This design comes from an exercise in tuning for small area on the open sky130 flow, not from production work. Function was checked by simulation only, so behaviour that the tests miss may differ from the original. Power is estimated from default activity; no workload was simulated.

===== design/flow/config.mk =====
export PLATFORM = sky130hd
export DESIGN_NAME = mem_elwro_sram
export DESIGN_NICKNAME = mem_elwro_sram
export VERILOG_FILES = /design/flow/design.v
export SDC_FILE = /design/flow/constraint.sdc
export NUM_CORES = 4
export LEC_CHECK = 0
export CAP_MARGIN = 30
export CORE_MARGIN = 2
export CORE_UTILIZATION = 40
export SLEW_MARGIN = 45

===== design/flow/constraint.sdc =====
create_clock -name core_clock -period 10.0 [get_ports {clk}]
set_input_delay 2.0000 -clock core_clock [delete_from_list [all_inputs] [get_ports {clk}]]
set_output_delay 2.0000 -clock core_clock [all_outputs]
set_load 0.01 [all_outputs]

===== design/flow/design.v =====
module memcfg(
	input clk,
	input rst,
	input reset,
	output reset_hold,
	input s,
	input [0:7] cfg_page,
	input [0:7] cfg_frame,
	input [0:7] page,
	output reg cfgok,
	output [4:0] frame,
	output pvalid
);
	reg [0:7] addr;
	always @ (*) begin
		case ({reset, s})
			2'b00: addr = page;			 
			2'b01: addr = cfg_page;	 
			2'b10: addr = clr_cnt;	 
			2'b11: addr = clr_cnt;	 
		endcase
	end
	wire [5:0] grp = addr[0:5];
	wire [1:0] sub = addr[6:7];
	reg map_wr;
	reg [20:0] map [0:63];
	wire [20:0] code = map[grp];
	integer g;
	wire ce = code[20];
	wire [3:0] m = code[3:0];
	wire [4:0] f0 = code[4:0];
	wire [4:0] f1 = code[9:5];
	wire [4:0] f2 = code[14:10];
	wire [4:0] f3 = code[19:15];
	wire [3:0] hi = ce ? m : 4'd0;
	wire [4:0] d0 = ~ce ? f0 : m[0] ? 5'd0 : m[1] ? f1 : m[2] ? f2 : f3;
	wire [4:0] d1 = hi[1] ? 5'd0 : f1;
	wire [4:0] d2 = hi[2] ? 5'd0 : f2;
	wire [4:0] d3 = hi[3] ? 5'd0 : f3;
	reg [4:0] rd_d;
	always @ (*) begin
		case (sub)
			2'd0: rd_d = d0;
			2'd1: rd_d = d1;
			2'd2: rd_d = d2;
			2'd3: rd_d = d3;
		endcase
	end
	wire rd_nz = hi[sub] | (|rd_d);
	reg frame_clear;
	wire [4:0] wd = {cfg_frame[2:3], cfg_frame[5:7]} & {5{frame_clear}};
	wire wnz = frame_clear & (|cfg_frame);
	wire whi = wnz & ~(|wd);
	wire [3:0] nhi = {sub == 2'd3 ? whi : hi[3], sub == 2'd2 ? whi : hi[2], sub == 2'd1 ? whi : hi[1], sub == 2'd0 ? whi : hi[0]};
	wire [4:0] n0 = sub == 2'd0 ? wd : d0;
	wire [4:0] n1 = sub == 2'd1 ? wd : d1;
	wire [4:0] n2 = sub == 2'd2 ? wd : d2;
	wire [4:0] n3 = sub == 2'd3 ? wd : d3;
	wire ne = |nhi;
	wire [4:0] n0m = nhi[0] ? 5'd0 : n0;
	wire [20:0] ncode = ~ne ? {1'b0, n3, n2, n1, n0} : {
		1'b1,
		nhi[3] & ~nhi[2] & ~nhi[1] ? n0m : n3,
		nhi[2] & ~nhi[1] ? n0m : n2,
		nhi[1] ? n0m : n1,
		1'b0, nhi
	};
	wire [20:0] wcode = rst ? 21'd0 : ncode;
	wire [20:0] wcode0 = rst ? 21'h000020 : ncode;
	wire wr = map_wr & ~rst;
	always @ (posedge clk) begin
		for (g=0 ; g<64 ; g=g+1)
			if (rst | (wr & (grp == g)))
				map[g] <= (g == 0) ? wcode0 : wcode;
	end
	reg [4:0] fd;
	reg fnz;
	always @ (posedge clk) begin
		if (rst) begin
			fd <= 5'd0;
			fnz <= 1'b0;
		end else if (map_wr) begin
			fd <= wd;
			fnz <= wnz;
		end else begin
			fd <= rd_d;
			fnz <= rd_nz;
		end
	end
	assign frame = fd;
	assign pvalid = (addr[0:6] == 7'd0) || fnz;
	wire frame_addr_valid = ~cfg_frame[0] & ~cfg_frame[1];
	wire cfg_cmd_valid = s && (cfg_page[0:6] != 7'd0) && frame_addr_valid;
	localparam CIDLE	= 3'd0;
	localparam CCFG		= 3'd1;
	localparam COK		= 3'd2;
	localparam RESET	= 3'd3;
	localparam CLEAR	= 3'd4;
	reg [2:0] cstate;
	reg [7:0] clr_cnt;
	assign reset_hold = (cstate == CLEAR) | (cstate == RESET);
	always @ (posedge clk) begin
		if (rst) begin
			cstate <= CIDLE;
			map_wr <= 0;
			cfgok <= 0;
			clr_cnt <= 8'd0;
			frame_clear <= 1'b0;
		end else if (reset & ~reset_hold) cstate <= RESET;
		else case (cstate)
			CIDLE: begin
				frame_clear <= 1'b1;
				if (cfg_cmd_valid) begin
					map_wr <= 1;
					cstate <= CCFG;
				end
			end
			CCFG: begin
				map_wr <= 0;
				cfgok <= 1;
				cstate <= COK;
			end
			COK: begin
				if (~s) begin
					cfgok <= 0;
					cstate <= CIDLE;
				end
			end
			RESET: begin
				clr_cnt <= 2;
				map_wr <= 1;
				frame_clear <= 1'b0;
				cstate <= CLEAR;
			end
			CLEAR: begin
				if (clr_cnt == 8'hff) begin
					cstate <= CIDLE;
					map_wr <= 0;
				end else begin
					clr_cnt <= clr_cnt + 1'b1;
				end
			end
		endcase
	end
endmodule
module mem_elwro_sram(
	input clk,
	input rst,
	input reset,
	output reset_hold,
	output ram_ce, ram_oe, ram_we,
	output [17:0] ram_a,
	input [15:0] ram_d_in,
	output [15:0] ram_d_out,
	input [0:3] nb,
	input [0:15] ad,
	output [0:15] ddt,
	input [0:15] rdt,
	input w, r, s,
	output ok
);
	wire [0:7] cfg_page = { rdt[12:15], rdt[0:3] };
	wire [0:7] cfg_frame = { ad[11:14], 1'b0, ad[8:10] };
	wire [0:7] page = { nb, ad[0:3] };
	wire [4:0] frame;	 
	wire cfgok;
	wire pvalid;
	memcfg MEMCFG(
		.clk(clk),
		.rst(rst),
		.reset(reset),
		.reset_hold(reset_hold),
		.s(s & ad[15]),
		.cfg_page(cfg_page),
		.cfg_frame(cfg_frame),
		.page(page),
		.frame(frame),
		.cfgok(cfgok),
		.pvalid(pvalid)
	);
	localparam IDLE	= 2'd0;
	localparam MAP	= 2'd1;
	localparam OK1	= 2'd2;
	localparam OK2	= 2'd3;
	reg [1:0] state;
	wire rw = r | w;
	always @ (posedge clk) begin
		if (rst) state <= IDLE;
		else case (state)
			IDLE:
				if (rw) state <= MAP;
			MAP:
				if (pvalid) state <= OK1;
				else state <= IDLE;
			OK1:
				state <= OK2;
			OK2:
				if (~rw) state <= IDLE;
		endcase
	end
	wire we = w & (state == OK1);
	wire rwok = rw & state[1];
	assign ok = rwok | cfgok;
	assign ddt = r ? ram_d_in : 16'h0000;
	assign ram_ce = 1;
	assign ram_we = we;
	assign ram_oe = 1;  
	assign ram_a[17:0] = { frame[4:3], 1'b0, frame[2:0], ad[4:15] };
	assign ram_d_out = rdt;
endmodule

===== design/flow/run.sh =====
#!/bin/bash
# synth_recipe.tcl (not shown) runs the flow's synth.tcl, then flattens the netlist and writes it again
# the make line also repeats each setting of config.mk as NAME=value (left out here)
make -C /OpenROAD-flow-scripts/flow DESIGN_CONFIG=/design/flow/config.mk WORK_HOME=/design/flow/orfs CLKGATE_MAP_FILE= SYNTH_SCRIPT=/design/flow/synth_recipe.tcl finish

==> results.tsv, run 1 <==
metric	value	unit
drt-pass1-iter-count	6	
root_buffer	clkbuf_16	
seq_area_frac_synth	75.9	%
cp_max_fo	30	
grt_pass1_wl	308	mm
yosysWarnings	3	
numPortBuffers	85	
wl	231	mm
leakagePower	22.1	nW
synthFlopType	edfxtp_1	
globalRouteOverflowTotal	0	
layout_commonest_cell	edfxtp_1	
via_count	38656	
critical_path.endpoint	MEMCFG.map[2][15]	
initialDrtViolationCount	7670	
reg2reg_depth	17	
holdWs	0.511	ns
htreeDepth	4	
final_nets	3738	
drc	0	
rr_startpoint	MEMCFG.clr_cnt[6]	
reg2reg_setup_slack	3.49	ns
outcome	complete, no violations	
final_design_area_no_fill	62200	um^2
clock_skew	0.0299	ns
crit_path_start_kind	primary input	
pin_count	113	
rsz0062_at_grt	no	
syn_avg_cell_area	15.3	um^2
setup-violations-final	0	
coreArea	133000	um^2
dpl_cell_area	57900	um^2
synth-edff-count	1344	
slew_violations	0	
timing.max_cap.violations	0	
worst_pin_slew	0.879	ns
holdBufCountCts	0	
via_per_inst	6.96	
cts.clk_slew.worst_paths	0.06	ns
syn_inst	3508	
die_area	137000	um^2
ant_nets	0	
cts_resized	0	
hold_viol	0	
dieWidth	371	um
start_util	40.3	%
crit_path_start	ad[15]	
cp_data_arrival_time	8.74	ns
slew_headroom	41.4	%
cts_buffers	136	
final_cell_mix	edfxtp_1 (1344), nand3_1 (478), a22oi_1 (294)	
ys_seq_elements	1366	
final_layout_size_suffix_gt1_share	15.2	%
grt_pass1_vias	35225	
cts_num_sinks	1366	
postCtsSetupBuffers	0	
critical_path_class	primary input to register	
fin_tns_setup	0	ns
areaGrowthSynthToFinish	15.7	%
power.density	235	nW/um^2
hold_class	register to register	
syn_area	53800	um^2
dieHeight	371	um
required	10.51	ns
peakVddDrop	0.230	mV
clk-insertion-delay-late	0.79	ns
dp_hpwl	138	mm
layout_min_cycle_time	8.23	ns
async_flop_share	0	%
fmax	0.122	GHz
grt_antenna_before_repair	10	
synthDistinctLibCells	78	
fin_crit_sh	82.3	%
cp-end-kind	register	
gp_congestion	0.981	
cts_tree	built	
grt_max_degree	81	
cts_max_path_buffers	3	
rows	134	
grtUsageTotal	33.2	%
worstReg2RegEnd	MEMCFG.map[59][4]	
wl_per_cell	41.6	um
-- worst max-delay path, stage by stage --
cell,delay (ns)
clkdlybuf4s50_1,0.66
nand2_4,0.25
o311ai_4,0.73
buf_4,0.41
nor4_2,0.06
buf_4,0.23
buf_4,0.31
and2_1,0.29
buf_4,0.26
a22oi_1,0.24
nand4_1,0.11
or4_1,0.74
o22ai_1,0.57
o211ai_1,0.15
a21oi_1,0.43
nand2_1,0.26
a31oi_1,0.43
nor2_4,0.12
buf_16,0.21
buf_8,0.17
-- layer usage --
metal	track usage [%]	part of all wire, %	up-vias
li1	-	-	14581
met1	43.7	35	19456
met2	46.7	41	3761
met3	12.1	16	844
met4	20.3	7.4	14
met5	0	0.039	-
-- through the flow --
| step | utilization, % | cells | total power (W) | setup WS [ns] |
|---|---|---|---|---|
| 4_1_cts | 46.5 | 5550 | 0.0145 | 2.05 |
| 5_1_grt | 46.6 | 5552 | 0.0149 | 1.67 |
| 3_5_place_dp | 43.4 | 5307 | 0.00960 | 1.27 |
| 2_1_floorplan | - | 3509 | 0.00861 | 1.45 |
| 3_3_place_gp | 43.2 | 5296 | 0.00953 | 1.16 |
| 6_report | 46.6 | 5558 | 0.0146 | 1.77 |
-- final cells by class --
cell class              count  area [um^2]
well taps                1768         2210
inverters                   5         18.8
fillers                 11578        71300
clock inverters            77          608
diodes                      6         15.0
repair buffers            316         2750
clock buffers             166         3620
multi-input cells        1854        12200
flip-flops and latches   1366        40800
-- cell usage after synthesis (4+ instances only) --
master | number | area (um^2)
edfxtp_1 | 1344 | 40400
nand3_1 | 478 | 2390
a22oi_1 | 294 | 2210
nand4_1 | 189 | 1180
clkbuf_1 | 160 | 601
and3_1 | 155 | 970
nor2_1 | 109 | 409
nand2_1 | 79 | 297
a21oi_1 | 68 | 340
a21o_1 | 65 | 488
a2111oi_0 | 55 | 482
buf_2 | 50 | 250
and2_1 | 49 | 307
nor4_1 | 44 | 275
buf_4 | 40 | 300
buf_1 | 25 | 93.8
dfxtp_1 | 22 | 440
nor3_1 | 22 | 110
o21ai_0 | 21 | 105
or4_1 | 21 | 158
o22ai_1 | 19 | 119
nand2b_1 | 18 | 113
a221oi_1 | 10 | 87.6
a22o_1 | 10 | 87.6
a32o_1 | 10 | 100
buf_6 | 9 | 101
nor4_2 | 9 | 113
a211o_1 | 8 | 70.1
a211oi_1 | 8 | 60.1
a31oi_1 | 7 | 43.8
a32oi_1 | 7 | 61.3
mux2_2 | 7 | 78.8
mux2i_1 | 7 | 70.1
o311a_1 | 6 | 60.1
inv_1 | 5 | 18.8
o311ai_4 | 5 | 131
xor2_1 | 5 | 43.8
a222oi_1 | 4 | 40.0
a31o_2 | 4 | 35.0
and2_0 | 4 | 25.0
nor4_4 | 4 | 85.1
-- sequential cells by signal, summed over array words and instances, names as in the netlist, named ones only --
signal / flops
MEMCFG.map: 1344
MEMCFG.clr_cnt: 8
MEMCFG.fd: 5
MEMCFG.cstate: 3
MEMCFG.cfgok: 1
MEMCFG.fnz: 1
MEMCFG.frame_clear: 1
MEMCFG.map_wr: 1
state: 1
-- report_power, final --
part | total [W] | switching, W | leakage (nW) | internal [W]
sequential | 0.00781 | 0.000271 | 14.0 | 0.00753
clock | 0.00502 | 0.00225 | 2.09 | 0.00277
combinational | 0.00177 | 0.00140 | 5.99 | 0.000366
-- worst min-delay path by stage --
stage	cells after the start	slack, ns	startpoint	to
final	2	0.51	register	register
after CTS	2	0.52	register	register
after detailed placement	2	0.51	register	register
after floorplan	2	0.46	MEMCFG.cfgok	MEMCFG.cfgok
after global placement	2	0.48	register	register
after global routing	2	0.55	register	register
-- kinds of logic after synthesis --
| family | synth area share (%) |
|---|---|
| other | 0.0140 |
| adders and majority gates | 0.0233 |
| buffers and inverters | 2.54 |
| DFF | 75.9 |
| and+or+nand+nor | 12.3 |
| muxes | 0.277 |
| xor gates and xnor gates | 0.0978 |
| AOI/OAI and AO/OA | 8.89 |
==> inputs of run 2 (changes only) <==
--- a/design/flow/design.v
+++ b/design/flow/design.v
@@ -24,7 +24,35 @@
 	wire [1:0] sub = addr[6:7];
 	reg map_wr;
-	reg [20:0] map [0:63];
-	wire [20:0] code = map[grp];
-	integer g;
+	wire [20:0] wcode, wcode0;	 
+	wire [63:0] sel;
+	genvar gi, bi;
+	generate for (gi=0 ; gi<64 ; gi=gi+1) begin: dec
+		assign sel[gi] = rst | (grp == gi);
+	end endgenerate
+	wire wr = map_wr | rst;
+	wire [63:0] ld = sel & {64{wr}};
+	wire [63:0] hd = ~ld;
+	wire [20:0] q [0:63];
+	generate for (gi=0 ; gi<64 ; gi=gi+1) begin: row
+		wire [20:0] d = (gi == 0) ? wcode0 : wcode;
+		for (bi=0 ; bi<21 ; bi=bi+1) begin: b
+			map_bit u(.clk(clk), .h(hd[gi]), .l(ld[gi]), .d(d[bi]), .q(q[gi][bi]));
+		end
+	end endgenerate
+	wire [21:0] rdn [0:20];
+	generate for (bi=0 ; bi<21 ; bi=bi+1) begin: rd
+		for (gi=0 ; gi<21 ; gi=gi+1) begin: t
+			map_aoi222 u(
+				.a1(sel[3*gi]), .a2(q[3*gi][bi]),
+				.b1(sel[3*gi+1]), .b2(q[3*gi+1][bi]),
+				.c1(sel[3*gi+2]), .c2(q[3*gi+2][bi]),
+				.y(rdn[bi][gi]));
+		end
+		assign rdn[bi][21] = ~(sel[63] & q[63][bi]);
+	end endgenerate
+	wire [20:0] code;
+	generate for (bi=0 ; bi<21 ; bi=bi+1) begin: rdo
+		assign code[bi] = ~&rdn[bi];
+	end endgenerate
 	wire ce = code[20];
 	wire [3:0] m = code[3:0];
@@ -66,12 +94,6 @@
 		1'b0, nhi
 	};
-	wire [20:0] wcode = rst ? 21'd0 : ncode;
-	wire [20:0] wcode0 = rst ? 21'h000020 : ncode;
-	wire wr = map_wr & ~rst;
-	always @ (posedge clk) begin
-		for (g=0 ; g<64 ; g=g+1)
-			if (rst | (wr & (grp == g)))
-				map[g] <= (g == 0) ? wcode0 : wcode;
-	end
+	assign wcode = rst ? 21'd0 : ncode;
+	assign wcode0 = rst ? 21'h000020 : ncode;
 	reg [4:0] fd;
 	reg fnz;
@@ -143,4 +165,20 @@
 		endcase
 	end
+endmodule
+module map_bit(
+	input clk,
+	input h,
+	input l,
+	input d,
+	output reg q
+);
+	always @ (posedge clk)
+		q <= (q & h) | (d & l);
+endmodule
+module map_aoi222(
+	input a1, a2, b1, b2, c1, c2,
+	output y
+);
+	assign y = ~((a1 & a2) | (b1 & b2) | (c1 & c2));
 endmodule
 module mem_elwro_sram(
--- a/design/flow/config.mk
+++ b/design/flow/config.mk
@@ -10,2 +10,4 @@
 export CORE_UTILIZATION = 40
 export SLEW_MARGIN = 45
+export SYNTH_HIERARCHICAL = 1
+export SYNTH_MINIMUM_KEEP_SIZE = 0
==> run 2 against run 1 <==
Effect of this change:
- hold slack worse by 0.031 ns
- critical path type unchanged
- via count up 9.4%
- core utilization up 1.8 points
==> results.tsv, run 2 <==
metric	value	unit
outcome	complete, no violations	
wl_per_cell	30.5	um
total_power	0.0138	W
top_layer_used	met5	
power.internal	0.00993	W
fin_crit_sh	85.7	%
dieHeight	352	um
postCtsSetupBuffers	0	
cp_data_arrival_time	9.27	ns
wl_met2	81.5	mm
hold_viol	0	
ant_nets	0	
cp_common_cell	nand2_1	
initialDrtViolationCount	6487	
fillCellCount	10869	
met1_length	81.3	mm
timing.max_cap.violations	0	
layout_top_registers	MEMCFG.row.b.u.q x1344, MEMCFG.clr_cnt x8, MEMCFG.fd x5	
async_flop_share	0	%
crit_chain	clkdlybuf4s50_1 > and2_1 > mux2i_1 > o21ai_0 > nand2_1 > nor2_1 > nand2_1 > nand2_1 > buf_4 > a222oi_1 > nand4_1 > nor4_1 > nand2_1 > a221oi_2 > buf_4 > o31ai_1 > nor3b_1 > buf_4 > a21oi_1 > nor2_4 > buf_12 > a22o_1	
critical_path.endpoint	MEMCFG.row[55].b[3].u.q	
via_per_inst	6.81	
crit_path_start_kind	primary input	
coreArea	120000	um^2
die_area	124000	um^2
syn_inst	4092	
layout_commonest_cell	dfxtp_1	
power.density	238	nW/um^2
via_count	42291	
yosysWarnings	9	
synthTopCellsByArea	dfxtp_1 (56%), a22o_1 (24%), a222oi_1 (9.1%)	
setup-violations-final	0	
grtUsageTotal	29.0	%
slowest_delay	0.76	ns
rsz0062_at_grt	no	
reg2reg_setup_slack	3.62	ns
final_nets	4542	
instances_no_fill	6207	
drt-pass1-iter-count	9	
reg2reg_depth	19	
peakVddDrop	0.127	mV
rr_startpoint	MEMCFG.clr_cnt[7]	
yosysTopAreaCell	dfxtp_1	
cts_num_sinks	1366	
cts_resized	0	
root_buffer	clkbuf_16	
holdBufCountCts	0	
synth_top_area_share	56.5	%
cts.clk_slew.worst_paths	0.06	ns
leakagePower	22.6	nW
clock_skew	0.0343	ns
seq_area_frac_synth	56.5	%
numPortBuffers	85	
seq_power_share	45.7	%
ys_seq_elements	1366	
dp_hpwl	119	mm
start_util	40.4	%
crit_path_start	ad[15]	
cp_max_fo	30	
drc	0	
worst_pin_slew	0.921	ns
regMostFlops	MEMCFG.row.b.u.q	
layout_min_cycle_time	8.57	ns
required	10.70	ns
switching_share	28.0	%
worstReg2RegEnd	MEMCFG.row[10].b[12].u.q	
cp-end-kind	register	
hold_class	register to register	
cts_buffers	139	
synth_common_cells	dfxtp_1 (1366), a22o_1 (1344), a222oi_1 (441)	
grt_antenna_before_repair	3	
areaGrowthSynthToFinish	19.9	%
synth.most_common_cell	dfxtp_1	
wl	189	mm
fin_tns_setup	0	ns
slew_violations	0	
largest_reg_flops	1344	
syn_area	48400	um^2
dp.cells	5951	
syn_avg_cell_area	11.8	um^2
pin_count	113	
fmax	0.117	GHz
final_cell_mix	dfxtp_1 (1365), a22o_1 (1344), a222oi_1 (441)	
globalRouteOverflowTotal	0	
final_layout_size_suffix_gt1_share	12.3	%
gp_congestion	0.948	
dieWidth	352	um
htreeDepth	4	
critical_path_class	primary input to register	
utilization	48.4	%
slew_headroom	38.6	%
clkPwrFrac	38.7	%
clk-insertion-delay-late	0.77	ns
grt_max_degree	56	
cts_tree	built	
cts_max_path_buffers	3	
synth-edff-count	0	
grt_pass1_vias	39478	
synthDistinctLibCells	68	
grt_pass1_wl	276	mm
wl_met3	18.3	mm
synthFlopType	dfxtp_1	
switching_power	0.00387	W
rows	127	
power_frac_comb	15.6	%
slowest_stage	nor4_1	
==> run 2: cell types whose count changed after synthesis, moves of 67 or more <==
cell,delta
dfxtp_1,+1344
edfxtp_1,-1344
a22o_1,+1334
nand3_1,-447
a222oi_1,+437
a22oi_1,-291
and3_1,-150
nand2_1,+138
clkbuf_1,-122
nand4_1,-100
inv_1,+67
==> run 2: layer usage <==
metal  vias up  track usage, %
met5         -               0
met4         4            12.6
met3       367            6.40
met2      2260            42.6
met1     21390            40.8
li1      18270               -
==> run 2: cells by family after synthesis <==
kind of cell / share of synthesized area [%]
AOI/OAI and AO/OA: 36.7
DFF: 56.5
and+or+nand+nor: 5.00
buffers and inverters: 1.51
muxes: 0.230
xor gates and xnor gates: 0.0904
other: 0.0155
adders and majority gates: 0.0258
==> run 2: critical path, delay by kind of cell <==
family                 cells  cell delay, ns
and+or+nand+nor           10            3.85
buffers and inverters      5            1.51
AOI/OAI and AO/OA          6            1.45
muxes                      1            0.43
==> run 2: how the worst min path moves through the flow <==
stage,startpoint,end,slack (ns),depth (start not counted)
3_5_place_dp,MEMCFG.row[48].b[20].u.q,MEMCFG.row[48].b[20].u.q,0.47,1
2_1_floorplan,MEMCFG.cfgok,MEMCFG.cfgok,0.45,2
5_1_grt,MEMCFG.row[55].b[5].u.q,MEMCFG.row[55].b[5].u.q,0.49,1
3_3_place_gp,MEMCFG.row[39].b[11].u.q,MEMCFG.row[39].b[11].u.q,0.46,1
4_1_cts,MEMCFG.cfgok,MEMCFG.cfgok,0.48,2
6_report,MEMCFG.cfgok,MEMCFG.cfgok,0.48,2
==> run 2: power groups by stage <==
stage / sequential, W / clock (W) / combinational, W
after floorplan: 0.00632 / 0 / 0.00122
after global placement: 0.00640 / 0 / 0.00205
after detailed placement: 0.00641 / 0 / 0.00209
after CTS: 0.00630 / 0.00537 / 0.00209
after global routing: 0.00636 / 0.00558 / 0.00223
final: 0.00631 / 0.00534 / 0.00215
==> run 2: area by class of cell <==
class / instances / area [um^2] / area share, %
flip-flops and latches: 1366 / 27400 / 47.1
repair buffers: 333 / 3120 / 5.38
inverters: 74 / 278 / 0.478
diodes: 2 / 5.00 / 0.00862
multi-input cells: 2569 / 20600 / 35.5
well taps: 1612 / 2020 / 3.47
clock inverters: 34 / 403 / 0.694
clock buffers: 217 / 4260 / 7.33
==> run 2: Yosys stat by module, one instance, submodules excluded <==
module          area, um^2  cells  times used  flops+latches
memcfg                4890    899           1             20
map_bit               28.8      2        1344              1
mem_elwro_sram         460     64           1              2
map_aoi222            10.0      1         441              0
==> run 2: metrics by stage <==
step           hold slack, ns  cell area [um^2]  setup slack, ns
2_1_floorplan           0.446             48400           0.0541
3_3_place_gp            0.465             53200            0.769
3_5_place_dp            0.469             53400            0.810
4_1_cts                 0.484             58000             1.62
5_1_grt                 0.490             58100             1.17
6_report                0.480             58100             1.43
==> inputs of run 3 (changes only) <==
--- a/design/flow/design.v
+++ b/design/flow/design.v
@@ -25,15 +25,27 @@
 	reg map_wr;
 	wire [20:0] wcode, wcode0;	 
-	wire [63:0] sel;
+	wire [7:0] pa, pb;
 	genvar gi, bi;
-	generate for (gi=0 ; gi<64 ; gi=gi+1) begin: dec
-		assign sel[gi] = rst | (grp == gi);
+	generate for (gi=0 ; gi<8 ; gi=gi+1) begin: pre
+		assign pa[gi] = rst | (grp[5:3] == gi);
+		assign pb[gi] = rst | (grp[2:0] == gi);
 	end endgenerate
 	wire wr = map_wr | rst;
-	wire [63:0] ld = sel & {64{wr}};
-	wire [63:0] hd = ~ld;
+	wire [20:0] nwcode = ~wcode;
+	wire [20:0] wq [0:3];
+	generate for (gi=0 ; gi<4 ; gi=gi+1) begin: wdrv
+		for (bi=0 ; bi<21 ; bi=bi+1) begin: b
+			map_inv u(.a(nwcode[bi]), .y(wq[gi][bi]));
+		end
+	end endgenerate
+	wire [63:0] sel, hd, ld;
 	wire [20:0] q [0:63];
 	generate for (gi=0 ; gi<64 ; gi=gi+1) begin: row
-		wire [20:0] d = (gi == 0) ? wcode0 : wcode;
+		wire nsel;
+		map_nand2 u_ns(.a(pa[gi/8]), .b(pb[gi%8]), .y(nsel));
+		map_inv u_s(.a(nsel), .y(sel[gi]));
+		map_nand2 u_h(.a(sel[gi]), .b(wr), .y(hd[gi]));
+		map_inv u_l(.a(hd[gi]), .y(ld[gi]));
+		wire [20:0] d = (gi == 0) ? wcode0 : wq[gi/16];
 		for (bi=0 ; bi<21 ; bi=bi+1) begin: b
 			map_bit u(.clk(clk), .h(hd[gi]), .l(ld[gi]), .d(d[bi]), .q(q[gi][bi]));
@@ -181,4 +193,16 @@
 );
 	assign y = ~((a1 & a2) | (b1 & b2) | (c1 & c2));
+endmodule
+module map_inv(
+	input a,
+	output y
+);
+	assign y = ~a;
+endmodule
+module map_nand2(
+	input a, b,
+	output y
+);
+	assign y = ~(a & b);
 endmodule
 module mem_elwro_sram(
--- a/design/flow/config.mk
+++ b/design/flow/config.mk
@@ -9,4 +9,7 @@
 export CORE_MARGIN = 2
 export CORE_UTILIZATION = 40
+export CTS_BUF_LIST = sky130_fd_sc_hd__clkbuf_16
+export CTS_CLUSTER_DIAMETER = 50
+export CTS_CLUSTER_SIZE = 20
 export SLEW_MARGIN = 45
 export SYNTH_HIERARCHICAL = 1
==> run 3 against run 2 <==
Effect of this change:
- final cell count fell by 0.50%
- sequential share of layout area is 0.98 points higher
- via count down 1.9%
==> results.tsv, run 3 <==
metric	value	unit
grtUsageTotal	28.6	%
drt-pass1-iter-count	9	
cts_buffers	120	
crit_buf_inv	6	
final_cell_mix	dfxtp_1 (1366), a22o_1 (1346), a222oi_1 (441)	
globalRouteOverflowTotal	0	
layout_top_registers	MEMCFG.row.b.u.q x1344, MEMCFG.clr_cnt x8, MEMCFG.fd x5	
layout_min_cycle_time	9.14	ns
synth_top_area_share	56.4	%
fin_crit_sh	91.4	%
critical_path_class	primary input to register	
coreArea	120000	um^2
wl	186	mm
grt_antenna_before_repair	3	
synthDistinctLibCells	70	
diodes	0	
outcome	complete, no violations	
clock_skew	0.0562	ns
cp_data_arrival_time	9.78	ns
seq_area_frac_synth	56.4	%
reg2reg_depth	18	
pin_count	113	
grt_use_met1	40.2	%
holdBufCountCts	0	
total_power	0.0141	W
worstReg2RegEnd	MEMCFG.row[47].b[16].u.q	
required	10.63	ns
hold_class	register to register	
synthTopCellsByArea	dfxtp_1 (56%), a22o_1 (24%), a222oi_1 (9.1%)	
worst_pin_slew	0.976	ns
grt_max_degree	56	
regMostFlops	MEMCFG.row.b.u.q	
numPortBuffers	85	
syn_avg_cell_area	11.8	um^2
syn_area	48500	um^2
final_nets	4517	
wl_per_cell	30.2	um
gp_congestion	0.996	
rows	127	
peakVddDrop	0.178	mV
slowest_stage	a222oi_1	
synth.most_common_cell	dfxtp_1	
layout_commonest_cell	dfxtp_1	
slowest_delay	0.64	ns
crit_path_start_kind	primary input	
via_per_inst	6.72	
cts.clk_slew.worst_paths	0.08	ns
grt_pass1_wl	271	mm
slew_violations	0	
switching_share	31.3	%
grt_pass1_vias	38837	
start_util	40.4	%
synth-edff-count	0	
cts_tree	built	
die_area	124000	um^2
cts_num_sinks	1366	
crit_chain	clkdlybuf4s50_1 > and2_1 > mux2i_1 > nor2_1 > a21oi_1 > inv_1 > a31o_2 > nand2_1 > inv_1 > buf_4 > a222oi_1 > nand4_1 > nor4_1 > nand2_1 > a31oi_1 > nand2_1 > nor2_1 > buf_4 > mux2i_1 > nand2b_1 > inv_1 > a22o_1	
reg2reg_setup_slack	3.18	ns
multiInputGateArea	20100	um^2
via_count	41483	
power_frac_comb	17.8	%
clkPwrFrac	35.6	%
fmax	0.109	GHz
busiest_layer	met2	
dieHeight	352	um
ys_seq_elements	1366	
synth_common_cells	dfxtp_1 (1366), a22o_1 (1346), a222oi_1 (441)	
critical_path.endpoint	MEMCFG.row[47].b[16].u.q	
cp-end-kind	register	
ant_nets	0	
initialDrtViolationCount	6649	
timing.max_cap.violations	0	
clk-insertion-delay-late	0.78	ns
postCtsSetupBuffers	0	
cp.depth	22	
drc	0	
seq_power_share	46.6	%
htreeDepth	3	
fin_tns_setup	0	ns
largest_reg_flops	1344	
setup-violations-final	0	
synthFlopType	dfxtp_1	
final_design_area_no_fill	56900	um^2
dp_hpwl	122	mm
grtUsageMet2	41.9	%
async_flop_share	0	%
fillCellCount	11121	
switching_power	0.00439	W
rr_startpoint	MEMCFG.clr_cnt[7]	
leakagePower	23.0	nW
hold_viol	0	
yosysTopAreaCell	dfxtp_1	
crit_path_start	ad[15]	
syn_inst	4117	
seqCellArea	27300	um^2
critPathTopFamily	simple AND/OR/NAND/NOR gates	
yosysWarnings	9	
use_met3	5.49	%
cts_resized	0	
dieWidth	352	um
rsz0062_at_grt	no	
cp_max_fo	16	
areaGrowthSynthToFinish	17.3	%
cts_max_path_buffers	3	
dpl_cell_area	52600	um^2
power.density	247	nW/um^2
power.internal	0.00966	W
final_layout_size_suffix_gt1_share	10.9	%
slew_headroom	34.4	%
root_buffer	clkbuf_16	
## run 3: per-layer routing
| metal | wire (um) | vias to the layer above |
|---|---|---|
| met3 | 17400 | 402 |
| li1 | - | 18030 |
| met4 | 10100 | 2 |
| met2 | 79400 | 2215 |
| met5 | 12 | - |
| met1 | 79500 | 20834 |
## run 3: worst reg2reg max path: cells and delay by family (launching register included)
family                 cells  cell delay, ns
AOI/OAI and AO/OA          5            2.47
and+or+nand+nor            7            2.25
buffers and inverters      5            1.38
DFF                        1            0.35
muxes                      1            0.27
## run 3: through the flow
stage	std cells	hold slack [ns]	util [%]	worst slack, ns
final	6176	0.484	47.3	0.855
after global routing	6176	0.494	47.3	0.732
after CTS	6174	0.487	47.3	1.26
after detailed placement	5946	0.469	43.8	0.472
after global placement	5945	0.465	43.7	0.500
after floorplan	4119	0.455	-	3.14
## run 3: cell families after synthesis
family	share of synthesized area [%]
AO/OA/AOI/OAI	35.8
buffers and inverters	2.51
other	0.0155
AND/OR/NAND/NOR	4.76
multiplexers	0.403
adder cells (fa/ha/maj)	0.0464
flip-flops	56.4
XOR/XNOR	0.108
## run 3: area by class of cell
cell class                      count  share of cell area (%)
Clock buffer                      121                    5.32
Clock inverter                    107                    2.14
Inverter                          224                    1.48
Multi-Input combinational cell   2468                    35.3
Sequential cell                  1366                    48.1
Tap cell                         1612                    3.55
Timing Repair Buffer              278                    4.13
## run 3: power groups by stage
stage,sequential [W],combinational [W],clock (W)
2_1_floorplan,0.00653,0.00141,0
3_3_place_gp,0.00664,0.00239,0
3_5_place_dp,0.00665,0.00242,0
4_1_cts,0.00653,0.00243,0.00503
5_1_grt,0.00662,0.00259,0.00524
6_report,0.00655,0.00250,0.00500
## run 3: modules after synthesis, one instance, submodules excluded
module	cell area, um^2	flip-flops and latches
map_aoi222	10.0	0
memcfg	3660	20
mem_elwro_sram	460	2
map_inv	3.75	0
map_bit	28.8	1
map_nand2	3.75	0
## run 3: how the worst min path moves through the flow
stage | startpoint | end | slack [ns] | depth (start not counted)
2_1_floorplan | MEMCFG.row[0].b[0].u.q | MEMCFG.row[0].b[0].u.q | 0.45 | 1
3_3_place_gp | MEMCFG.row[27].b[15].u.q | MEMCFG.row[27].b[15].u.q | 0.46 | 1
3_5_place_dp | MEMCFG.row[15].b[7].u.q | MEMCFG.row[15].b[7].u.q | 0.47 | 1
4_1_cts | MEMCFG.row[61].b[7].u.q | MEMCFG.row[61].b[7].u.q | 0.49 | 1
5_1_grt | MEMCFG.row[7].b[5].u.q | MEMCFG.row[7].b[5].u.q | 0.49 | 1
6_report | MEMCFG.row[61].b[7].u.q | MEMCFG.row[61].b[7].u.q | 0.48 | 1
==> inputs of run 4 (changes only) <==
==> design/flow/flow/run.sh (new file) <==
#!/bin/bash
# The standard layout (standard.sh, with its own synthesis), with two changes:
# - the clock tree uses small clusters of sinks per clkbuf_8 and no dummy loads,
# - the port buffers are buf_1 cells.
# make's full output goes to make.log; each ORFS step keeps its own log under orfs/logs/.
set -euo pipefail
bash standard.sh \
  "CTS_ARGS=-sink_clustering_enable -repair_clock_nets -dont_use_dummy_load -sink_clustering_size 12 -sink_clustering_max_diameter 40 -buf_list sky130_fd_sc_hd__clkbuf_8" \
  "BUFFER_PORTS_ARGS=-buffer_cell sky130_fd_sc_hd__buf_1" \
  finish > make.log 2>&1
==> design/flow/standard.sh (new file) <==
#!/bin/bash
# synth_recipe.tcl (not shown) runs the flow's synth.tcl, then flattens the netlist and writes it again
# the make line also repeats each setting of config.mk as NAME=value (left out here)
make -C /OpenROAD-flow-scripts/flow DESIGN_CONFIG=/design/flow/config.mk WORK_HOME=/design/flow/orfs CLKGATE_MAP_FILE= SYNTH_SCRIPT=/design/flow/synth_recipe.tcl "${@:-finish}"
--- a/design/flow/config.mk
+++ b/design/flow/config.mk
@@ -9,7 +9,4 @@
 export CORE_MARGIN = 2
 export CORE_UTILIZATION = 40
-export CTS_BUF_LIST = sky130_fd_sc_hd__clkbuf_16
-export CTS_CLUSTER_DIAMETER = 50
-export CTS_CLUSTER_SIZE = 20
 export SLEW_MARGIN = 45
 export SYNTH_HIERARCHICAL = 1
removed: design/flow/run.sh
==> run 4 against run 3 <==
Effect of this change:
- global-route usage decreased by 0.16 points
- still clean on timing, DRC and antenna
- non-clock buffer count down 20
- critical path depth down 2
- cell area down 4.7%
- sequential power barely moved
- highest routed layer is now met4
- critical endpoint is now MEMCFG.row[18].b[15].u.q
- core utilization is 2.2 points lower
- final cell count shrank 1.3%
- die area unchanged
==> results.tsv, run 4 <==
metric	value	unit
outcome	complete, no violations	
syn_area	48500	um^2
peakVddDrop	0.167	mV
worst_pin_slew	0.855	ns
initialDrtViolationCount	6355	
utilization	45.1	%
final_cell_mix	dfxtp_1 (1366), a22o_1 (1346), a222oi_1 (441)	
rsz0062_at_grt	no	
wl_per_cell	30.5	um
dp_hpwl	120	mm
die_area	124000	um^2
final_layout_size_suffix_gt1_share	9.98	%
crit_path_start_kind	primary input	
hold_class	register to register	
start_util	40.4	%
root_buffer	clkbuf_8	
via_per_inst	6.80	
grt_pass1_vias	38612	
synthDistinctLibCells	70	
fin_tns_setup	0	ns
holdBufCountCts	0	
yosysTopAreaCell	dfxtp_1	
grtUsageTotal	28.5	%
layout_commonest_cell	dfxtp_1	
fin_crit_sh	85.4	%
synthFlopType	dfxtp_1	
drt-pass1-iter-count	19	
clk-insertion-delay-late	0.93	ns
cts.clk_slew.worst_paths	0.07	ns
pin_count	113	
drc	0	
coreArea	120000	um^2
leakagePower	21.7	nW
globalRouteOverflowTotal	0	
grt_max_degree	56	
critical_path_class	primary input to register	
via_count	41440	
cp_common_cell	nand2_1	
postCtsSetupBuffers	0	
layout_top_registers	MEMCFG.row.b.u.q x1344, MEMCFG.clr_cnt x8, MEMCFG.fd x5	
timing.max_cap.violations	0	
hold_viol	0	
cp-end-kind	register	
grt_pass1_wl	268	mm
power.density	228	nW/um^2
cts_max_path_buffers	3	
synthTopCellsByArea	dfxtp_1 (56%), a22o_1 (24%), a222oi_1 (9.1%)	
async_flop_share	0	%
slowest_delay	0.64	ns
clock_skew	0.112	ns
fmax	0.117	GHz
layout_min_cycle_time	8.54	ns
syn_inst	4117	
wl	186	mm
slew_headroom	42.5	%
dieHeight	352	um
required	10.81	ns
cts_num_sinks	1366	
largest_reg_flops	1344	
synth_common_cells	dfxtp_1 (1366), a22o_1 (1346), a222oi_1 (441)	
numPortBuffers	85	
synth.most_common_cell	dfxtp_1	
gp_congestion	0.956	
cts_tree	built	
ys_seq_elements	1366	
ant_nets	0	
crit_chain	buf_1 > and2_1 > mux2i_1 > nor2_1 > a21oi_1 > o21ai_4 > nand2_1 > clkinv_1 > a222oi_1 > nand4_1 > or4_4 > a2111oi_4 > nand2_1 > a211oi_2 > o31a_2 > nor3_2 > or3_1 > inv_1 > buf_12 > a22o_1	
slowest_stage	or4_4	
final_nets	4540	
synth-edff-count	0	
grt_antenna_before_repair	4	
rows	127	
htreeDepth	4	
syn_avg_cell_area	11.8	um^2
seq_area_frac_synth	56.4	%
cts_resized	0	
cp_max_fo	22	
areaGrowthSynthToFinish	11.7	%
cp_data_arrival_time	9.35	ns
synth_top_area_share	56.4	%
slew_violations	0	
yosysWarnings	9	
cts_buffers	163	
dieWidth	352	um
setup-violations-final	0	
regMostFlops	MEMCFG.row.b.u.q	
==> run 4: cell count changes in the layout (fill, tap and decap cells not counted), sizes merged <==
cell           delta
buf              +60
bufinv            -9
clkbuf           +45
clkdlybuf4s18     +1
clkdlybuf4s50    -84
clkinv           -29
clkinvlp         -17
diode             +5
inv              -52
==> run 4: kinds of logic after synthesis <==
| logic type | after synthesis | share of synthesized area, % |
|---|---|---|
| AOI/OAI and AO/OA | 1954 | 35.8 |
| DFF | 1366 | 56.4 |
| and+or+nand+nor | 483 | 4.76 |
| buffers and inverters | 285 | 2.51 |
| muxes | 19 | 0.403 |
| xor gates and xnor gates | 6 | 0.108 |
| adders and majority gates | 2 | 0.0464 |
| other | 2 | 0.0155 |
==> run 4: path summary, 6_finish.rpt <==
| kind | slack, ns | to | startpoint | depth (start not counted) |
|---|---|---|---|---|
| setup / recovery | 1.46 | MEMCFG.row[18].b[15].u.q | ad[15] | 20 |
| hold / removal | 0.48 | MEMCFG.row[62].b[4].u.q | MEMCFG.row[62].b[4].u.q | 1 |
| hold reg to reg | 0.48 | MEMCFG.row[62].b[4].u.q | MEMCFG.row[62].b[4].u.q | 1 |
| setup reg to reg | 3.36 | MEMCFG.row[18].b[15].u.q | MEMCFG.clr_cnt[3] | 16 |
==> run 4: per-module statistics from Yosys, one instance, submodules excluded <==
module,flops+latches,cell area [um^2],times used
mem_elwro_sram,2,460,1
map_bit,1,28.8,1344
map_nand2,0,3.75,128
memcfg,20,3660,1
map_aoi222,0,10.0,441
map_inv,0,3.75,212
==> run 4: power breakdown <==
part	internal, W	switching (W)
combinational	0.000904	0.00155
sequential	0.00615	0.000393
clock	0.00144	0.00190
total	0.00850	0.00385
==> run 4: through the flow <==
step                      instances  setup slack, ns  total power (W)  cell area (um^2)  hold WS (ns)
after CTS                      6087             1.88           0.0123             54100         0.483
after detailed placement       5924            0.945          0.00900             51900         0.469
after global placement         5918            0.641          0.00896             51700         0.464
after global routing           6093             1.26           0.0127             54200         0.492
final                          6096             1.46           0.0123             54200         0.481
after floorplan                4119             3.14          0.00795             48500         0.455
==> run 4: layout make-up <==
class,count,area [um^2]
fillers,11265,65900
flip-flops and latches,1366,27300
multi-input cells,2468,20100
clock buffers,163,2240
well taps,1612,2020
repair buffers,258,1630
inverters,224,841
diodes,5,12.5
==> run 4: per-layer routing <==
layer  vias up  GRT usage, %  routed length, um
met5         -             0                  0
met4         0          15.7              10500
met3       409          6.18              18300
met2      2267          40.5              78300
met1     20802          39.8              78900
li1      17962             -                  -
==> run 4: critical path, delay by kind of cell <==
kind                   cells  cell delay, ns
AO/OA/AOI/OAI              7            2.99
AND/OR/NAND/NOR            8            2.58
buffers and inverters      4            1.29
multiplexers               1            0.43
==> inputs of run 5 (changes only) <==
--- a/design/flow/config.mk
+++ b/design/flow/config.mk
@@ -8,5 +8,6 @@
 export CAP_MARGIN = 30
 export CORE_MARGIN = 2
-export CORE_UTILIZATION = 40
+export CORE_UTILIZATION = 60
+export PLACE_DENSITY = 0.8
 export SLEW_MARGIN = 45
 export SYNTH_HIERARCHICAL = 1
==> run 5 against run 4 <==
Effect of this change:
- still clean
- hold slack gained 0.0014 ns
- sequential share of layout area grew 1.0 points
- critical endpoint is now MEMCFG.row[15].b[16].u.q
- first-iteration DRC count grew 12%
- total power shrank 1.7%
- clock power shrank 5%
- final cell count shrank 9.6%
- critical path depth grew 2
==> results.tsv, run 5 <==
metric	value	unit
grtUsageMet2	57.1	%
async_flop_share	0	%
synth_common_cells	dfxtp_1 (1366), a22o_1 (1346), a222oi_1 (441)	
yosysTopAreaCell	dfxtp_1	
switching_power	0.00375	W
rsz0062_at_grt	no	
die_area	83100	um^2
numPortBuffers	85	
cts_resized	0	
leakagePower	21.6	nW
final_layout_size_suffix_gt1_share	8.60	%
synth_top_area_share	56.4	%
timing.max_cap.violations	0	
reg2reg_depth	18	
fin_tns_setup	0	ns
worstReg2RegEnd	MEMCFG.row[15].b[16].u.q	
via_per_inst	7.65	
pin_count	113	
power.internal	0.00839	W
coreArea	80300	um^2
cp_data_arrival_time	9.88	ns
crit_path_start_kind	primary input	
cp-end-kind	register	
via_count	42150	
critical_path_class	primary input to register	
grt_antenna_before_repair	8	
dp_worst_setup_slack	1.04	ns
synth-edff-count	0	
switching_share	30.9	%
htreeDepth	4	
synthFlopType	dfxtp_1	
cts_num_sinks	1366	
grt_pass1_vias	38423	
yosysWarnings	9	
power_frac_comb	19.8	%
cts_buffers	152	
drc	0	
cts.clk_slew.worst_paths	0.07	ns
fillCellCount	6167	
start_util	60.4	%
initialDrtViolationCount	7099	
grtUsageTotal	39.8	%
seq_power_share	54.0	%
synthDistinctLibCells	70	
power.density	229	nW/um^2
setup-violations-final	0	
hold_viol	0	
largest_reg_flops	1344	
synth.most_common_cell	dfxtp_1	
critPathTopFamily	simple AND/OR/NAND/NOR gates	
root_buffer	clkbuf_8	
reg2reg_setup_slack	2.27	ns
crit_path_start	s	
ant_nets	0	
setup_ws	0.775	ns
gp_congestion	1.01	
required	10.66	ns
syn_area	48500	um^2
hold_class	register to register	
syn_avg_cell_area	11.8	um^2
dpl_cell_area	50900	um^2
layout_top_registers	MEMCFG.row.b.u.q x1344, MEMCFG.clr_cnt x8, MEMCFG.fd x5	
postCtsSetupBuffers	0	
grt_use_met1	53.1	%
final_nets	4505	
slowest_stage	nor4_1	
worst_pin_slew	0.901	ns
final_cell_mix	dfxtp_1 (1366), a22o_1 (1346), a222oi_1 (441)	
syn_inst	4117	
clkPwrFrac	26.2	%
wl	173	mm
slew_violations	0	
layout_min_cycle_time	9.22	ns
use_met3	11.2	%
rr_startpoint	MEMCFG.clr_cnt[4]	
clock_skew	0.128	ns
layout_commonest_cell	dfxtp_1	
utilization	66.1	%
grt_pass1_wl	250	mm
grt_max_degree	56	
drt-pass1-iter-count	10	
dieHeight	288	um
cp_max_fo	22	
cts_tree	built	
cp_common_cell	nand2_1	
areaGrowthSynthToFinish	9.49	%
synthTopCellsByArea	dfxtp_1 (56%), a22o_1 (24%), a222oi_1 (9.1%)	
crit_buf_inv	5	
peakVddDrop	0.158	mV
fin_crit_sh	92.2	%
busiest_layer	met2	
cp.depth	22	
slew_headroom	39.4	%
crit_chain	buf_1 > and2_1 > buf_4 > mux2i_1 > o21ai_0 > nor2_1 > nand2_1 > nand2_1 > nand2_1 > clkinv_1 > a222oi_1 > nand3_1 > nor4_1 > nand2_1 > a31oi_1 > nand2_1 > nor2_1 > buf_4 > mux2i_1 > nand2b_1 > clkinv_1 > a22o_1	
regMostFlops	MEMCFG.row.b.u.q	
fmax	0.108	GHz
dieWidth	288	um
slowest_delay	0.75	ns
clk-insertion-delay-late	0.88	ns
critical_path.endpoint	MEMCFG.row[15].b[16].u.q	
wl_per_cell	31.4	um
globalRouteOverflowTotal	0	
ys_seq_elements	1366	
seq_area_frac_synth	56.4	%
dp_hpwl	111	mm
final_design_area_no_fill	53100	um^2
outcome	complete, no violations	
cts_max_path_buffers	3	
total_power	0.0121	W
rows	104	
holdBufCountCts	0	
## run 5: cell counts after synthesis
Identical to the previous run, type by type.
## run 5: metrics by stage
| step | instances | hold WS (ns) |
|---|---|---|
| final | 5508 | 0.483 |
| after detailed placement | 5340 | 0.469 |
| after global routing | 5505 | 0.492 |
| after floorplan | 4119 | 0.455 |
| after CTS | 5492 | 0.483 |
| after global placement | 5336 | 0.465 |
## run 5: kinds of logic (layout without fill, tap and decap cells)
group | after synthesis | after routing | share of synthesized area [%]
other cells | 2 | 8 | 0.0155
fa+ha+maj | 2 | 2 | 0.0464
xor+xnor | 6 | 6 | 0.108
compound gates | 1954 | 1954 | 35.8
buf+inv | 285 | 610 | 2.51
mux | 19 | 19 | 0.403
flops | 1366 | 1366 | 56.4
simple gates | 483 | 483 | 4.76
## run 5: Yosys stat by module, one instance, submodules excluded
module / area, um^2 / cells inside / copies in the design / flip-flops and latches
map_inv: 3.75 / 1 / 212 / 0
map_bit: 28.8 / 2 / 1344 / 1
map_nand2: 3.75 / 1 / 128 / 0
memcfg: 3660 / 584 / 1 / 20
mem_elwro_sram: 460 / 64 / 1 / 2
map_aoi222: 10.0 / 1 / 441 / 0
## run 5: worst reg2reg max path, delay by kind of cell (launching register included)
| kind | cells | cell delay (ns) |
|---|---|---|
| and+or+nand+nor | 10 | 3.09 |
| AOI/OAI and AO/OA | 4 | 2.34 |
| buffers and inverters | 3 | 1.52 |
| DFF | 1 | 0.35 |
| muxes | 1 | 0.26 |
## run 5: how the worst min path moves through the flow
stage | cells after the start | startpoint | to | slack [ns]
after global routing | 1 | MEMCFG.row[63].b[14].u.q | MEMCFG.row[63].b[14].u.q | 0.49
after global placement | 1 | MEMCFG.row[42].b[1].u.q | MEMCFG.row[42].b[1].u.q | 0.46
final | 1 | MEMCFG.row[35].b[2].u.q | MEMCFG.row[35].b[2].u.q | 0.48
after floorplan | 1 | MEMCFG.row[0].b[0].u.q | MEMCFG.row[0].b[0].u.q | 0.45
after CTS | 1 | MEMCFG.row[26].b[15].u.q | MEMCFG.row[26].b[15].u.q | 0.48
after detailed placement | 1 | MEMCFG.row[39].b[8].u.q | MEMCFG.row[39].b[8].u.q | 0.47
## run 5: power by group through the flow
| stage | Sequential [W] | Clock, W | Combinational (W) |
|---|---|---|---|
| after floorplan | 0.00653 | 0 | 0.00141 |
| after global placement | 0.00663 | 0 | 0.00222 |
| after detailed placement | 0.00665 | 0 | 0.00226 |
| after CTS | 0.00654 | 0.00315 | 0.00226 |
| after global routing | 0.00662 | 0.00335 | 0.00246 |
| final | 0.00656 | 0.00318 | 0.00241 |
## run 5: layout make-up
cell class                 instances  area, um^2  share of cell area [%]
clock buffer                     152        2090                    3.94
multi-input combinational       2468       20100                    37.8
tap                             1060        1330                    2.50
sequential                      1366       27300                    51.5
inverter                         224         841                    1.58
antenna                            4        10.0                  0.0189
timing repair buffer             234        1410                    2.66
## run 5: per-layer routing
layer,part of all wire (%),up-vias
li1,-,17850
met1,38,20656
met2,42,3063
met3,14,575
met4,6.8,6
met5,0.023,-
==> inputs of run 6 (changes only) <==
--- a/design/flow/flow/run.sh
+++ b/design/flow/flow/run.sh
@@ -6,5 +6,5 @@
 set -euo pipefail
 bash standard.sh \
-  "CTS_ARGS=-sink_clustering_enable -repair_clock_nets -dont_use_dummy_load -sink_clustering_size 12 -sink_clustering_max_diameter 40 -buf_list sky130_fd_sc_hd__clkbuf_8" \
+  "CTS_ARGS=-sink_clustering_enable -repair_clock_nets -dont_use_dummy_load -sink_clustering_size 16 -sink_clustering_max_diameter 50 -buf_list sky130_fd_sc_hd__clkbuf_8" \
   "BUFFER_PORTS_ARGS=-buffer_cell sky130_fd_sc_hd__buf_1" \
   finish > make.log 2>&1
==> run 6 against run 5 <==
Effect of this change:
- still clean on timing, DRC and antenna
- critical path depth is the same
- via count shrank 0.96%
- cell area is 0.96% lower
- setup slack got worse by 0.0022 ns
- global-route usage shrank 0.32 points
- area after synthesis unchanged
- clock-buffer cell count decreased by 37
- maximum frequency barely moved
- hold slack improved by 0.0023 ns
- clock power shrank 14%
==> results.tsv, run 6 <==
metric	value	unit
outcome	complete, no violations	
globalRouteOverflowTotal	0	
root_buffer	clkbuf_8	
via_count	41747	
clk-insertion-delay-late	0.85	ns
pin_count	113	
start_util	60.4	%
hold_class	register to register	
slew_violations	0	
rows	104	
crit_chain	buf_1 > and2_1 > buf_4 > mux2i_1 > o21ai_0 > nor2_1 > nand2_1 > nand2_1 > nand2_1 > clkinv_1 > a222oi_1 > nand3_1 > nor4_1 > nand2_2 > a31oi_1 > nand2_1 > nor2_1 > buf_4 > mux2i_1 > nand2b_1 > clkinv_1 > a22o_1	
cp_data_arrival_time	9.88	ns
dp_worst_setup_slack	1.04	ns
final_cell_mix	dfxtp_1 (1366), a22o_1 (1346), a222oi_1 (441)	
worst_pin_slew	0.952	ns
holdBufCountCts	0	
layout_commonest_cell	dfxtp_1	
hold_viol	0	
synthDistinctLibCells	70	
initialDrtViolationCount	7461	
cts_resized	0	
synthFlopType	dfxtp_1	
gp_congestion	1.01	
drt-pass1-iter-count	9	
dp.cells	5340	
grt_max_degree	56	
syn_inst	4117	
clock_skew	0.111	ns
dpl_cell_area	50900	um^2
dieWidth	288	um
layout_min_cycle_time	9.23	ns
crit_path_start_kind	primary input	
postCtsSetupBuffers	0	
slowest_stage	a222oi_1	
rsz0062_at_grt	no	
layout_top_registers	MEMCFG.row.b.u.q x1344, MEMCFG.clr_cnt x8, MEMCFG.fd x5	
setup-violations-final	0	
coreArea	80300	um^2
numPortBuffers	85	
synthTopCellsByArea	dfxtp_1 (56%), a22o_1 (24%), a222oi_1 (9.1%)	
cp-end-kind	register	
fillCellCount	6241	
async_flop_share	0	%
cp_common_cell	nand2_1	
grt_pass1_vias	38024	
synth-edff-count	0	
fin_crit_sh	92.3	%
instances_no_fill	5470	
slowest_delay	0.82	ns
seq_area_frac_synth	56.4	%
fin_tns_setup	0	ns
dp_hpwl	111	mm
peakVddDrop	0.173	mV
htreeDepth	3	
cts_buffers	115	
largest_reg_flops	1344	
cp_max_fo	22	
syn_area	48500	um^2
dieHeight	288	um
yosysTopAreaCell	dfxtp_1	
areaGrowthSynthToFinish	8.44	%
drc	0	
required	10.65	ns
die_area	83100	um^2
synth.most_common_cell	dfxtp_1	
final_layout_size_suffix_gt1_share	7.76	%
fmax	0.108	GHz
timing.max_cap.violations	0	
utilization	65.5	%
final_nets	4466	
grtUsageTotal	39.5	%
critical_path_class	primary input to register	
wl	172	mm
cts_num_sinks	1366	
cts_tree	built	
final_design_area_no_fill	52600	um^2
syn_avg_cell_area	11.8	um^2
cts_max_path_buffers	3	
regMostFlops	MEMCFG.row.b.u.q	
ant_nets	0	
wl_per_cell	31.5	um
leakagePower	21.3	nW
grt_antenna_before_repair	7	
ys_seq_elements	1366	
synth_common_cells	dfxtp_1 (1366), a22o_1 (1346), a222oi_1 (441)	
grt_pass1_wl	249	mm
via_per_inst	7.63	
setup_ws	0.773	ns
slew_headroom	36.0	%
cts.clk_slew.worst_paths	0.08	ns
power.density	223	nW/um^2
synth_top_area_share	56.4	%
yosysWarnings	9	
## run 6: cell counts after synthesis
Identical to the previous run, type by type.
## run 6: cells by family (layout without fill, tap and decap cells)
group           count (synthesis)  count (layout)  share of synthesized area (%)
other cells                     2               9                         0.0155
mux                            19              19                          0.403
compound gates               1954            1954                           35.8
xor+xnor                        6               6                          0.108
simple gates                  483             483                           4.76
buf+inv                       285             571                           2.51
fa+ha+maj                       2               2                         0.0464
flops                        1366            1366                           56.4
## run 6: stage by stage
stage	total power, W	hold WS (ns)
2_1_floorplan	0.00795	0.455
3_3_place_gp	0.00885	0.465
3_5_place_dp	0.00891	0.469
4_1_cts	0.0115	0.487
5_1_grt	0.0120	0.495
6_report	0.0117	0.485
## run 6: layout make-up
type	count	area, um^2	area share, %
inverters	224	841	1.60
clock buffers	115	1580	3.01
multi-input cells	2468	20100	38.2
diodes	5	12.5	0.0238
repair buffers	232	1400	2.67
well taps	1060	1330	2.52
flip-flops and latches	1366	27300	52.0
## run 6: metal layers
layer	global-route usage [%]	vias to the layer above	wire length (um)	share of wire, %
met2	56.8	3018	72200	42
met5	0	-	47	0.027
met4	23.3	8	11600	6.7
met1	53.3	20366	65400	38
met3	10.6	548	22900	13
li1	-	17807	-	-
## run 6: per-module statistics from Yosys (local to each module, per instance)
module,cells,copies in the design,cell area [um^2],flip-flops and latches
map_nand2,1,128,3.75,0
mem_elwro_sram,64,1,460,2
map_aoi222,1,441,10.0,0
map_bit,2,1344,28.8,1
memcfg,584,1,3660,20
map_inv,1,212,3.75,0
## run 6: final timing paths
kind,startpoint,end,slack [ns],depth (start not counted)
max,s,MEMCFG.row[15].b[16].u.q,0.77,22
min,MEMCFG.row[10].b[12].u.q,MEMCFG.row[10].b[12].u.q,0.48,1
max reg2reg,MEMCFG.clr_cnt[4],MEMCFG.row[15].b[16].u.q,2.38,18
min reg2reg,MEMCFG.row[10].b[12].u.q,MEMCFG.row[10].b[12].u.q,0.48,1
## run 6: worst max-delay path: cells and delay by family
kind / cells / cell delay [ns]
AND/OR/NAND/NOR: 11 / 3.10
buffers and inverters: 5 / 1.81
AO/OA/AOI/OAI: 4 / 2.52
multiplexers: 2 / 0.41
## run 6: report_power, final
part / total [W] / switching [W] / internal (W) / leakage [nW]
clock: 0.00275 / 0.00173 / 0.00102 / 0.827
combinational: 0.00241 / 0.00152 / 0.000890 / 9.35
sequential: 0.00655 / 0.000403 / 0.00615 / 11.2
total: 0.0117 / 0.00365 / 0.00806 / 21.3
==> inputs of run 7 (changes only) <==
--- a/design/flow/config.mk
+++ b/design/flow/config.mk
@@ -6,9 +6,9 @@
 export NUM_CORES = 4
 export LEC_CHECK = 0
-export CAP_MARGIN = 30
+export CAP_MARGIN = 20
 export CORE_MARGIN = 2
 export CORE_UTILIZATION = 60
 export PLACE_DENSITY = 0.8
-export SLEW_MARGIN = 45
+export SLEW_MARGIN = 20
 export SYNTH_HIERARCHICAL = 1
 export SYNTH_MINIMUM_KEEP_SIZE = 0
==> run 7 against run 6 <==
Effect of this change:
- still clean
- die area did not move
- non-clock buffer count shrank 11
- core utilization down 0.28 points
- global-route usage is 0.22 points higher
- combinational power hardly changed
- wire length rose by 0.24%
- area after synthesis unchanged
- register-to-register slack gained 0.44 ns
- cell area fell by 0.43%
- setup slack improved by 0.45 ns
- highest routed layer unchanged
==> results.tsv, run 7 <==
metric	value	unit
outcome	complete, no violations	
synth_xor_area_share	0.108	%
largest_reg_flops	1344	
critical_path_class	primary input to register	
setup_ws	1.22	ns
syn_inst	4117	
dp_hpwl	111	mm
areaGrowthSynthToFinish	7.97	%
cp_data_arrival_time	9.45	ns
dieWidth	288	um
timing.max_cap.violations	0	
synth-simple-area-share	4.76	%
wl	173	mm
grtUsageTotal	39.7	%
synthFlopType	dfxtp_1	
peakVddDrop	0.148	mV
drt-pass1-iter-count	19	
fin_tns_setup	0	ns
syn_area	48500	um^2
start_util	60.4	%
regMostFlops	MEMCFG.row.b.u.q	
grt_max_degree	56	
synth_top_area_share	56.4	%
grt_pass1_vias	38048	
gp_congestion	1.01	
root_buffer	clkbuf_8	
final_cell_mix	dfxtp_1 (1366), a22o_1 (1346), a222oi_1 (441)	
wl_per_cell	31.6	um
via_per_inst	7.65	
power.density	223	nW/um^2
cp-end-kind	register	
via_count	41726	
coreArea	80300	um^2
worst_pin_slew	1.39	ns
synth.most_common_cell	dfxtp_1	
layout_top_registers	MEMCFG.row.b.u.q x1344, MEMCFG.clr_cnt x8, MEMCFG.fd x5	
cts.clk_slew.worst_paths	0.08	ns
numPortBuffers	85	
yosysWarnings	9	
dpl_cell_area	50800	um^2
synth_mux_area_share	0.403	%
required	10.67	ns
layout_min_cycle_time	8.78	ns
fillCellCount	6238	
rsz0062_at_grt	no	
slowest_stage	a222oi_1	
leakagePower	21.4	nW
final_nets	4451	
layout_commonest_cell	dfxtp_1	
syn_avg_cell_area	11.8	um^2
fin_crit_sh	87.8	%
ys_seq_elements	1366	
cts_num_sinks	1366	
setup-violations-final	0	
utilization	65.2	%
fmax	0.114	GHz
dp_worst_setup_slack	1.11	ns
ant_nets	0	
holdBufCountCts	0	
synthDistinctLibCells	70	
grt_pass1_wl	250	mm
cts_resized	0	
async_flop_share	0	%
hold_viol	0	
rows	104	
globalRouteOverflowTotal	0	
cts_max_path_buffers	3	
cts_buffers	111	
slowest_delay	0.88	ns
crit_path_start_kind	primary input	
drc	0	
cp_common_cell	buf_4	
final_layout_size_suffix_gt1_share	6.29	%
synth_common_cells	dfxtp_1 (1366), a22o_1 (1346), a222oi_1 (441)	
crit_chain	buf_1 > and2_1 > buf_4 > mux2i_1 > nor2_1 > a21oi_1 > o31ai_1 > buf_4 > nand2_1 > inv_1 > buf_4 > a222oi_1 > nand4_1 > nor4_1 > nand2_1 > a31oi_1 > nand2_1 > nor2_1 > buf_4 > a311oi_1 > or3_1 > inv_1 > a22o_1	
synth_adder_area_share	0.0464	%
initialDrtViolationCount	7385	
grt_antenna_before_repair	10	
synth_top_family_by_area	compound AO/OA/AOI/OAI gates	
slew_headroom	6.88	%
cp_max_fo	16	
slew_violations	0	
synthTopCellsByArea	dfxtp_1 (56%), a22o_1 (24%), a222oi_1 (9.1%)	
pin_count	113	
synth_compound_area_share	35.8	%
die_area	83100	um^2
synth-edff-count	0	
htreeDepth	3	
clk-insertion-delay-late	0.84	ns
postCtsSetupBuffers	0	
hold_class	register to register	
final_design_area_no_fill	52400	um^2
seq_area_frac_synth	56.4	%
dieHeight	288	um
clock_skew	0.136	ns
yosysTopAreaCell	dfxtp_1	
cts_tree	built	
==> run 7: logic make-up after synthesis <==
| logic type | after synthesis |
|---|---|
| XOR/XNOR | 6 |
| other | 2 |
| multiplexers | 19 |
| buffers and inverters | 285 |
| adder cells (fa/ha/maj) | 2 |
| flip-flops | 1366 |
| AO/OA/AOI/OAI | 1954 |
| AND/OR/NAND/NOR | 483 |
==> run 7: critical path, delay by kind of cell <==
| family | cells | cell delay (ns) |
|---|---|---|
| buf+inv | 7 | 1.88 |
| mux | 1 | 0.27 |
| compound gates | 6 | 2.49 |
| simple gates | 9 | 2.77 |
==> run 7: final timing paths <==
check,endpoint,cells after the start,slack [ns],startpoint
worst min register to register,MEMCFG.row[61].b[7].u.q,1,0.49,MEMCFG.row[61].b[7].u.q
worst max register to register,MEMCFG.row[24].b[15].u.q,19,2.82,MEMCFG.clr_cnt[4]
worst min-delay path,MEMCFG.row[61].b[7].u.q,1,0.49,MEMCFG.row[61].b[7].u.q
worst max-delay path,MEMCFG.row[24].b[15].u.q,23,1.22,ad[15]
==> run 7: where the power goes <==
part / switching [W] / internal, W / total, W
clock network: 0.00172 / 0.000986 / 0.00271
logic: 0.00153 / 0.000883 / 0.00241
registers: 0.000402 / 0.00615 / 0.00655
total: 0.00365 / 0.00802 / 0.0117
==> run 7: final cells by class <==
| class | count | area (um^2) | share of cell area (%) |
|---|---|---|---|
| Sequential cell | 1366 | 27300 | 52.2 |
| Multi-Input combinational cell | 2468 | 20000 | 38.1 |
| Clock buffer | 111 | 1530 | 2.92 |
| Timing Repair Buffer | 221 | 1330 | 2.55 |
| Tap cell | 1060 | 1330 | 2.53 |
| Inverter | 224 | 841 | 1.61 |
| Antenna cell | 5 | 12.5 | 0.0239 |
==> run 7: Yosys stat by module (local to each module, per instance) <==
| module | cells inside | cell area, um^2 | flops+latches |
|---|---|---|---|
| map_nand2 | 1 | 3.75 | 0 |
| map_inv | 1 | 3.75 | 0 |
| map_aoi222 | 1 | 10.0 | 0 |
| mem_elwro_sram | 64 | 460 | 2 |
| memcfg | 584 | 3660 | 20 |
| map_bit | 2 | 28.8 | 1 |
==> run 7: routing by layer <==
layer  global-route usage [%]  vias to the layer above  wire [um]
li1                         -                    17741          -
met1                     53.4                    20487      65900
met2                     56.2                     2928      71300
met3                     11.7                      556      23000
met4                     24.3                       14      12300
met5                        0                        -         88
==> run 7: metrics by stage <==
stage | hold WS, ns | cells | power (W)
final | 0.485 | 5455 | 0.0117
after global routing | 0.494 | 5451 | 0.0120
after CTS | 0.485 | 5447 | 0.0115
after detailed placement | 0.469 | 5336 | 0.00890
after global placement | 0.465 | 5336 | 0.00885
after floorplan | 0.455 | 4119 | 0.00795

-- separate check: timing with driven ports --
No port has a modelled driver above. Below, the same layouts with a new extraction and two added sets of constraints. Step 1: set_driving_cell puts a clkbuf_16 on clk and a buf_2 on each other input, an assumption about the parent block. Step 2 also shifts input and output timing later by t, the mid clock arrival at the registers, as if the neighbouring blocks saw the same clock. Three values: ideal ports, drivers, drivers and shift; two values: the first two.
| run | t, ns | slack for setup (ns) | worst setup path after step 2 |
|---|---|---|---|
| run 1 | 0.850 | 1.771 / 1.813 / 0.963 | input to register |
| run 2 | 0.831 | 1.433 / 1.482 / 0.651 | input to register |
| run 3 | 0.827 | 0.855 / 0.905 / 0.078 | input to register |
| run 4 | 0.941 | 1.458 / 1.504 / 0.563 | input to register |
| run 5 | 0.877 | 0.775 / 0.821 / -0.057 | input to register |
| run 6 | 0.853 | 0.773 / 0.813 / -0.040 | input to register |
| run 7 | 0.834 | 1.221 / 1.258 / 0.424 | input to register |
Met with ideal ports but missed after step 2: setup timing in run 5 and run 6. The setup slack of run 4, which loses most, moves by +0.046 ns with the drivers and by -0.895 ns with both steps.
